Source: an optimization exercise on an open RTL-to-GDS flow (aim: small area). Production flows keep margins and buffers that such runs may drop.
The RTL was checked by simulation tests, not by an equivalence proof against the original design.
Power and IR drop assume default switching activity. The clock port is modelled as an ideal driver; clocking choices that lean on that would not hold on a real chip.

== main ==
==> flow/design.v (excerpt) <==
module Loto (Clk, BPBack, BPReview, BPReset, BPTirage, A1, A2, A3, A4);
Size: ~17,000 um2 of cells after synthesis.
Settings: LEC_CHECK=0, CAP_MARGIN=20, CORE_MARGIN=2, CORE_UTILIZATION=40, SLEW_MARGIN=20; clock period 15.0 ns.
standard.sh (not shown) runs the stock make flow with config.mk's settings and CLKGATE_MAP_FILE= SYNTH_SCRIPT=/design/flow/synth_recipe.tcl, a recipe that flattens the netlist after the stock synthesis.
==> flow/flow/run.sh <==
#!/bin/bash
# The standard layout (standard.sh), with clock tree synthesis told to use small
# clock buffers, larger sink clusters and no dummy loads.
set -euo pipefail
export CTS_ARGS="-sink_clustering_enable -repair_clock_nets -dont_use_dummy_load -buf_list {sky130_fd_sc_hd__clkbuf_4 sky130_fd_sc_hd__clkbuf_8} -sink_clustering_size 20 -sink_clustering_max_diameter 60"
bash standard.sh > standard.log 2>&1
main: all stages complete, timing, DRC and antenna checks passed
[inputs] the feature branch vs main
==> flow/run.sh (new file) <==
#!/bin/bash
# synth_recipe.tcl (not shown) runs the flow's synth.tcl, then flattens the netlist and writes it again
# the make line also repeats each setting of config.mk as NAME=value (left out here)
make -C /OpenROAD-flow-scripts/flow DESIGN_CONFIG=/design/flow/config.mk WORK_HOME=/design/flow/orfs CLKGATE_MAP_FILE= SYNTH_SCRIPT=/design/flow/synth_recipe.tcl finish
removed: flow/flow/run.sh
removed: flow/standard.sh
## What came out
Looking at filler-free cell count of the finished design, the feature branch sits about 3.7% higher than main does.
Between the feature branch and main, it is the feature branch whose final critical-path setup slack is lower, by 67 ps.
The feature branch vs main, proportion of layout cells with a drive suffix above 1 went up by 3.9 points.
The utilization in the feature branch was higher than what main gave.
Count of buffer and inverter cells on the critical path came out exactly the same in main and the feature branch.
Total detailed-routing wirelength went up by a few percent going from main to the feature branch.
Diff main -> the feature branch | via count | increase of about 2.4%
Compared with main, the feature branch shows a routed length on met2 that is about 6% higher.
What the feature branch reported for clock power has to be multiplied by 0.51 to get the figure for main.
The feature branch completed end to end with timing, DRC and antenna clean.

Another version of the RTL of Loto (not shown whole).
Size in the first run: roughly 1,100 cells after synthesis, about 15,000 um2 of cells after synthesis.
## Loto
module Loto (Clk, BPBack, BPReview, BPReset, BPTirage, A1, A2, A3, A4);
export LEC_CHECK = 0
export CAP_MARGIN = 20
export CORE_MARGIN = 2
export CORE_UTILIZATION = 40
export PLACE_DENSITY = 0.8
export SLEW_MARGIN = 20
create_clock -name core_clock -period 15.0 [get_ports {Clk}]
==> flow/flow/run.sh <==
#!/bin/bash
# The standard layout (standard.sh), with changes that save cell area:
# - after the standard synthesis, the combinational logic of its netlist is
#   re-mapped by Yosys/ABC with an area-oriented script (flow/reopt.ys); the
#   flip-flops are kept exactly as the standard synthesis made them;
# - after placement resizing, the resizer's power recovery downsizes gates that
#   have timing slack to spare, then repair_design fixes slew and capacitance
#   again (flow/post_resize.tcl);
# - ports get the smallest buffer;
# - clock tree synthesis uses clkbuf_4/clkbuf_8, sink clusters of up to 20
#   and no dummy loads.
# Each tool's full output goes to a log file in this folder.
set -euo pipefail
export POST_RESIZE_TCL="$PWD/flow/post_resize.tcl"
export BUFFER_PORTS_ARGS="-buffer_cell sky130_fd_sc_hd__buf_1"
export CTS_ARGS="-sink_clustering_enable -repair_clock_nets -dont_use_dummy_load -buf_list {sky130_fd_sc_hd__clkbuf_4 sky130_fd_sc_hd__clkbuf_8} -sink_clustering_size 20 -sink_clustering_max_diameter 60"

R="$PWD/orfs/results/$FLOW_PLATFORM/Loto/base"
bash standard.sh synth > standard_synth.log 2>&1
cp "$R/1_2_yosys.v" "$PWD/standard_1_2_yosys.v"

LIB="$FLOW_HOME/platforms/$FLOW_PLATFORM/lib/sky130_fd_sc_hd__tt_025C_1v80.lib"
DONT_USE=$(grep -o 'cell *( *"\?sky130_fd_sc_hd__\(lpflow_[a-z0-9_]*\|probec\?_p_8\)' "$LIB" \
  | sed 's/.*\(sky130_fd_sc_hd__[a-z0-9_]*\)/-dont_use \1/' | sort -u | tr '\n' ' ')
sed -e "s|{LIB}|$LIB|g" -e "s|{DONT_USE}|$DONT_USE|" -e "s|{NETLIST}|$R/1_2_yosys.v|g" \
  -e "s|{TOP}|$FLOW_TOP|" flow/reopt.ys > reopt_run.ys
yosys -s reopt_run.ys > yosys_reopt.log 2>&1
rm -f "$R/1_synth.odb" "$R/1_synth.sdc"

bash standard.sh > standard.log 2>&1
==> flow/flow/reopt.ys <==
# Re-maps the combinational logic of the standard synthesis netlist for area,
# keeping every flip-flop instance (name, cell type, connections) as it is.
# run.sh fills in {LIB}, {DONT_USE}, {NETLIST} and {TOP} and runs it with yosys -s.
read_liberty -overwrite -setattr liberty_cell -ignore_miss_func {LIB}
blackbox sky130_fd_sc_hd__*df* sky130_fd_sc_hd__*dl* sky130_fd_sc_hd__conb_1
read_verilog {NETLIST}
hierarchy -top {TOP}
flatten
opt_clean
abc -liberty {LIB} {DONT_USE} -script +strash;dc2;dch,-f;amap;strash;dch,-f;amap
opt_clean -purge
splitnets
hilomap -singleton -hicell sky130_fd_sc_hd__conb_1 HI -locell sky130_fd_sc_hd__conb_1 LO
insbuf -buf sky130_fd_sc_hd__buf_1 A X
opt_clean -purge
stat -liberty {LIB}
write_verilog -noattr -nohex -nodec {NETLIST}
Other scripts of this flow, unchanged in this note and not shown: flow/flow/post_resize.tcl
The baseline went through all stages and came out clean.
Next try:
--- a/flow/flow/run.sh
+++ b/flow/flow/run.sh
@@ -16 +16 @@
-export CTS_ARGS="-sink_clustering_enable -repair_clock_nets -dont_use_dummy_load -buf_list {sky130_fd_sc_hd__clkbuf_4 sky130_fd_sc_hd__clkbuf_8} -sink_clustering_size 20 -sink_clustering_max_diameter 60"
+export CTS_ARGS="-sink_clustering_enable -repair_clock_nets -dont_use_dummy_load -buf_list {sky130_fd_sc_hd__clkbuf_16} -sink_clustering_size 30 -sink_clustering_max_diameter 80"
PLACE_DENSITY = default   (was 0.8)
What happened: Power came out higher by a few percent. Non-clock buffer count came out lower by 1. Area after synthesis is unchanged. Wire length came out lower by a few percent. Sequential power hardly moves. Setup slack improves by 0.096 ns. Worst hold slack improves by 0.010 ns.
Next try:
--- a/flow/flow/run.sh
+++ b/flow/flow/run.sh
@@ -16 +16 @@
-export CTS_ARGS="-sink_clustering_enable -repair_clock_nets -dont_use_dummy_load -buf_list {sky130_fd_sc_hd__clkbuf_16} -sink_clustering_size 30 -sink_clustering_max_diameter 80"
+export CTS_ARGS="-sink_clustering_enable -repair_clock_nets -dont_use_dummy_load -buf_list {sky130_fd_sc_hd__clkbuf_4 sky130_fd_sc_hd__clkbuf_8} -sink_clustering_size 20 -sink_clustering_max_diameter 60"
--- a/flow/flow/reopt.ys
+++ b/flow/flow/reopt.ys
@@ -3 +3 @@
-# run.sh fills in {LIB}, {DONT_USE}, {NETLIST} and {TOP} and runs it with yosys -s.
+# Run by run.sh with LIB and DONT_USE set (yosys -s after the script's header).
@@ -10 +10 @@
-abc -liberty {LIB} {DONT_USE} -script +strash;dc2;dch,-f;amap;strash;dch,-f;amap
+abc -liberty {LIB} {DONT_USE} -script +strash;dch,-f;amap;strash;dch,-f;amap
@@ -14 +14 @@
-insbuf -buf sky130_fd_sc_hd__buf_1 A X
+insbuf -buf sky130_fd_sc_hd__buf_4 A X
Result: The changed run completed without violations. Clock skew climbs by 0.051 ns. Worst hold slack loses 0.064 ns. Core utilization hardly moves. Synthesized cell count fell by 0.46%. Total power is higher by 3.7%.
Next try:
--- a/flow/flow/reopt.ys
+++ b/flow/flow/reopt.ys
@@ -3 +3 @@
-# Run by run.sh with LIB and DONT_USE set (yosys -s after the script's header).
+# run.sh fills in {LIB}, {DONT_USE}, {NETLIST} and {TOP} and runs it with yosys -s.
@@ -10 +10 @@
-abc -liberty {LIB} {DONT_USE} -script +strash;dch,-f;amap;strash;dch,-f;amap
+abc -liberty {LIB} {DONT_USE} -script +strash;dc2;dch,-f;amap;strash;dch,-f;amap
@@ -14 +14 @@
-insbuf -buf sky130_fd_sc_hd__buf_4 A X
+insbuf -buf sky130_fd_sc_hd__buf_1 A X
What happened: Fmax went down by 1.7%. Wire length went down by 1.5%. Global-route usage went down by 0.16 points.

==> re-timing with driven ports <==
No port has a modelled driver above. Below, the same layouts with a new extraction and two added sets of constraints.
Step 1: set_driving_cell puts a clkbuf_16 on Clk and a buf_2 on each other input, an assumption about the parent block.
Step 2 times the ports against the registers' clock, not the clock port: input delays grow and output delays shrink by t, the midpoint of the rising clock arrivals with the driver on.
a / b / c = no drivers / after step 1 / after step 2; a / b = the first two.
| run | shift t [ns] | setup slack, ns | worst setup path at the end |
|---|---|---|---|
| main | 0.591 | 9.042 / 8.997 / 9.588 | register to output |
| the feature branch | 0.625 | 8.974 / 8.920 / 9.546 | register to output |
| the first run of note 2 | 0.605 | 8.874 / 8.829 / 9.434 | register to output |
| the second run of note 2 | 0.599 | 8.970 / 8.916 / 9.336 | input to register |
| the third run of note 2 | 0.601 | 9.108 / 9.065 / 9.661 | input to register |
| the fourth run of note 2 | 0.600 | 9.003 / 8.959 / 9.288 | input to register |
After both steps every run listed still meets setup and hold.
